Source: an optimization exercise on an open RTL-to-GDS flow (aim: small area and a short achievable clock period). Production flows keep margins and buffers that such runs may drop. The RTL was checked by simulation tests, not by an equivalence proof against the original design. No activity file was given, so power comes from the tool's default toggle rates.

Design ALU_TOP, start of the top module:
module ALU_TOP (
  input  wire [15:0] A_TOP,
  input  wire [15:0] B_TOP,
  input  wire [3:0]  ALU_FUN_TOP,
  input  wire        CLK_TOP,
  input  wire        RST_TOP,
  output wire [31:0] Arith_OUT_TOP,
  output wire        Carry_OUT_TOP,
  output wire        Arith_Flag_TOP,
  output wire [15:0] Logic_OUT_TOP,
  output wire        Logic_Flag_TOP,
  output wire [1:0]  CMP_OUT_TOP,
  output wire        CMP_Flag_TOP,
  output wire [15:0] Shift_OUT_TOP,
  output wire        Shift_Flag_TOP
);
  localparam DK = 11;             
  reg [15:0] a_r, b_r;
  reg [3:0]  f_r;
  reg [15:16-DK] dq_r;            
  reg [DK-1:0]   dr_r;            
  wire [15:16-DK] dq_d;
  wire [DK-1:0]   dr_d;
  always @(posedge CLK_TOP or negedge RST_TOP)
    if (!RST_TOP)
      f_r <= 4'b1000;
    else
      f_r <= ALU_FUN_TOP;
  always @(posedge CLK_TOP) begin
    a_r  <= A_TOP;
    b_r  <= B_TOP;
    dq_r <= dq_d;
    dr_r <= dr_d;
  end
  DECODER_UNIT U_decoder_unit (
    .ALU_FUN(ALU_FUN_TOP[3:2]),
    .Arith_Enable(Arith_Flag_TOP),
    .Logic_Enable(Logic_Flag_TOP),
    .CMP_Enable(CMP_Flag_TOP),
    .Shift_Enable(Shift_Flag_TOP)
  );
  DIV_HEAD #(.K(DK)) U_div_head (
    .A(A_TOP), .B(B_TOP), .Q(dq_d), .R(dr_d)
  );
  wire        sub = f_r[0] | f_r[3];
  wire [15:0] s;
  wire        c16;
  ARITHMETIC_UNIT #(.K(DK)) U_arithmetic_unit (
    .A(a_r), .B(b_r), .ALU_FUN(f_r[1:0]), .Arith_Enable(f_r[3:2] == 2'b00),
    .Sub(sub), .QH(dq_r), .RH(dr_r),
    .S(s), .C16(c16),
    .Arith_OUT(Arith_OUT_TOP), .Carry_OUT(Carry_OUT_TOP)
  );
  LOGIC_UNIT U_logic_unit (
    .a(a_r), .b(b_r), .ALU_FUN(f_r[1:0]), .Logic_Enable(f_r[3:2] == 2'b01),
    .Logic_OUT(Logic_OUT_TOP)
  );
  CMP_UNIT U_cmp_unit (
    .S(s), .C16(c16), .ALU_FUN(f_r[1:0]), .CMP_Enable(f_r[3:2] == 2'b10),
    .CMP_OUT(CMP_OUT_TOP)
  );
  SHIFT_UNIT U_shifter_unit (
    .A(a_r), .B(b_r), .ALU_FUN(f_r[1:0]), .Shift_Enable(f_r[3:2] == 2'b11),
    .Shift_OUT(Shift_OUT_TOP)
  );
endmodule
==> flow/config.mk <==
export PLATFORM = sky130hd
export DESIGN_NAME = ALU_TOP
export DESIGN_NICKNAME = ALU_TOP
export VERILOG_FILES = /design/flow/design.v
export SDC_FILE = /design/flow/constraint.sdc
export NUM_CORES = 4
export LEC_CHECK = 0
export ABC_AREA = 1
export CAP_MARGIN = 20
export CORE_MARGIN = 2
export CORE_UTILIZATION = 60
export SLEW_MARGIN = 20
==> flow/constraint.sdc <==
create_clock -name core_clock -period 140.0 [get_ports {CLK_TOP}]
set_input_delay 28.0000 -clock core_clock [delete_from_list [all_inputs] [get_ports {CLK_TOP}]]
set_output_delay 28.0000 -clock core_clock [all_outputs]
set_load 0.01 [all_outputs]
standard.sh (not shown) runs the stock make flow with config.mk's settings and CLKGATE_MAP_FILE= SYNTH_SCRIPT=/design/flow/synth_recipe.tcl, a recipe that flattens the netlist after the stock synthesis.
==> flow/flow/run.sh <==
#!/bin/bash
# The standard layout (the standard.sh) with these changes:
# - the port buffers are sky130_fd_sc_hd__buf_1 cells;
# - Yosys's synth skips its generic "abc -fast" pass before full-adder
#   extraction (ABC still maps the design to cells afterwards);
set -euo pipefail
export BUFFER_PORTS_ARGS="-buffer_cell sky130_fd_sc_hd__buf_1"
export SYNTH_ARGS="-noabc"
export SETUP_SLACK_MARGIN=82.8
bash standard.sh > standard.log 2>&1
The first run completed without violations.
==> next run, changes <==
--- a/flow/flow/run.sh
+++ b/flow/flow/run.sh
@@ -5,0 +6,3 @@
+# - ABC's area script (ABC_AREA = 1) is replaced by an area-recovering
+#   mapping without ABC's buffering and sizing: strash; dch; map -a; strash; dch; map -a; topo
+#   (a copy of ORFS's scripts folder, with only abc_area.script changed);
@@ -6,0 +10,3 @@
+cp -r "$FLOW_HOME/scripts" orfs_scripts
+printf 'strash\ndch\nmap -a\nstrash\ndch\nmap -a\ntopo\n' > orfs_scripts/abc_area.script
+export SCRIPTS_DIR="$PWD/orfs_scripts"
--- a/flow/config.mk
+++ b/flow/config.mk
@@ -11,0 +12 @@
+export CTS_BUF_LIST = sky130_fd_sc_hd__clkbuf_8
Critical path depth is unchanged. Clock-buffer cell count does not change. Final cell count decreases by a few percent. Maximum frequency barely changes.
==> next run, changes <==
--- a/flow/flow/run.sh
+++ b/flow/flow/run.sh
@@ -7 +7 @@
-#   mapping without ABC's buffering and sizing: strash; dch; map -a; strash; dch; map -a; topo
+#   mapping without ABC's buffering and sizing: strash; &get -n; &deepsyn -T 30; &put; dch; amap; topo
@@ -8,0 +9,2 @@
+# - CTS builds a clock tree of clkbuf_8 cells without dummy loads
+#   (CTS_ARGS: -sink_clustering_enable -repair_clock_nets -buf_list sky130_fd_sc_hd__clkbuf_8 -dont_use_dummy_load);
@@ -11 +13 @@
-printf 'strash\ndch\nmap -a\nstrash\ndch\nmap -a\ntopo\n' > orfs_scripts/abc_area.script
+printf 'strash\n&get -n\n&deepsyn -T 30\n&put\ndch\namap\ntopo\n' > orfs_scripts/abc_area.script
@@ -15,0 +18 @@
+export CTS_ARGS="-sink_clustering_enable -repair_clock_nets -buf_list sky130_fd_sc_hd__clkbuf_8 -dont_use_dummy_load"
Result:
- final cell count goes up by 0.65%
- combinational power goes down by 23%
- core utilization goes up by 0.34 points
- wire length goes up by 12%
- area after synthesis goes down by 2.3%
==> next run, changes <==
==> flow/flow/run.sh (replaced) <==
#!/bin/bash
# The standard layout (the standard.sh), with two changes: the port
# buffers are sky130_fd_sc_hd__buf_1 cells, and Yosys's synth skips its
# generic "abc -fast" pass before full-adder extraction (ABC still maps the
# design to cells afterwards).  Each tool's output is in this folder's logs.
set -euo pipefail
export BUFFER_PORTS_ARGS="-buffer_cell sky130_fd_sc_hd__buf_1"
export SYNTH_ARGS="-noabc"
bash standard.sh > standard.log 2>&1
--- a/flow/config.mk
+++ b/flow/config.mk
@@ -12,2 +12 @@
-export CTS_BUF_LIST = sky130_fd_sc_hd__clkbuf_8
-export SLEW_MARGIN = 20
+export SLEW_MARGIN = 60
Count of clock-buffer cells in the layout stays the same.
Routed wire length shrinks by about 6%.
Worst setup slack got worse by 1100 ps.

[static timing again, ports no longer ideal]
How much do the figures lean on ideal ports? The routed layouts below were timed once more, with nothing changed but the port constraints. Step 1 sets driving cells, clkbuf_16 on the clock port and buf_2 on the other inputs (assumed; they add their load-dependent delay and slew). Step 2, shift: input delay + t, output delay - t, t = (earliest + latest rising clock arrival at the registers) / 2. This alone moves slack from input paths to output paths. a / b / c = no drivers / after step 1 / after step 2; a / b = the first two.
run | t, ns | setup slack, ns | hold WS [ns] | slew at the worst register clock pin (ns) | cell pins on the clock port's net
the first run | 0.380 | 83.544 / 83.523 / 83.523 | 27.477 / 27.462 / 27.842 | 0.06 / 0.06 | 1
the second run | 0.370 | 83.458 / 83.438 / 83.438 | 27.453 / 27.448 / 27.818 | 0.08 / 0.08 | 1
the third run | 0.355 | 83.470 / 83.448 / 83.448 | 27.481 / 27.477 / 27.832 | 0.08 / 0.08 | 1
the fourth run | 0.375 | 82.373 / 82.388 / 82.013 | 27.474 / 27.461 / 27.836 | 0.06 / 0.06 | 1
After both steps setup and hold are still met in every run listed. For the fourth run, which loses most, drivers alone change the setup slack by +0.015 ns; drivers and shift together by -0.360 ns.
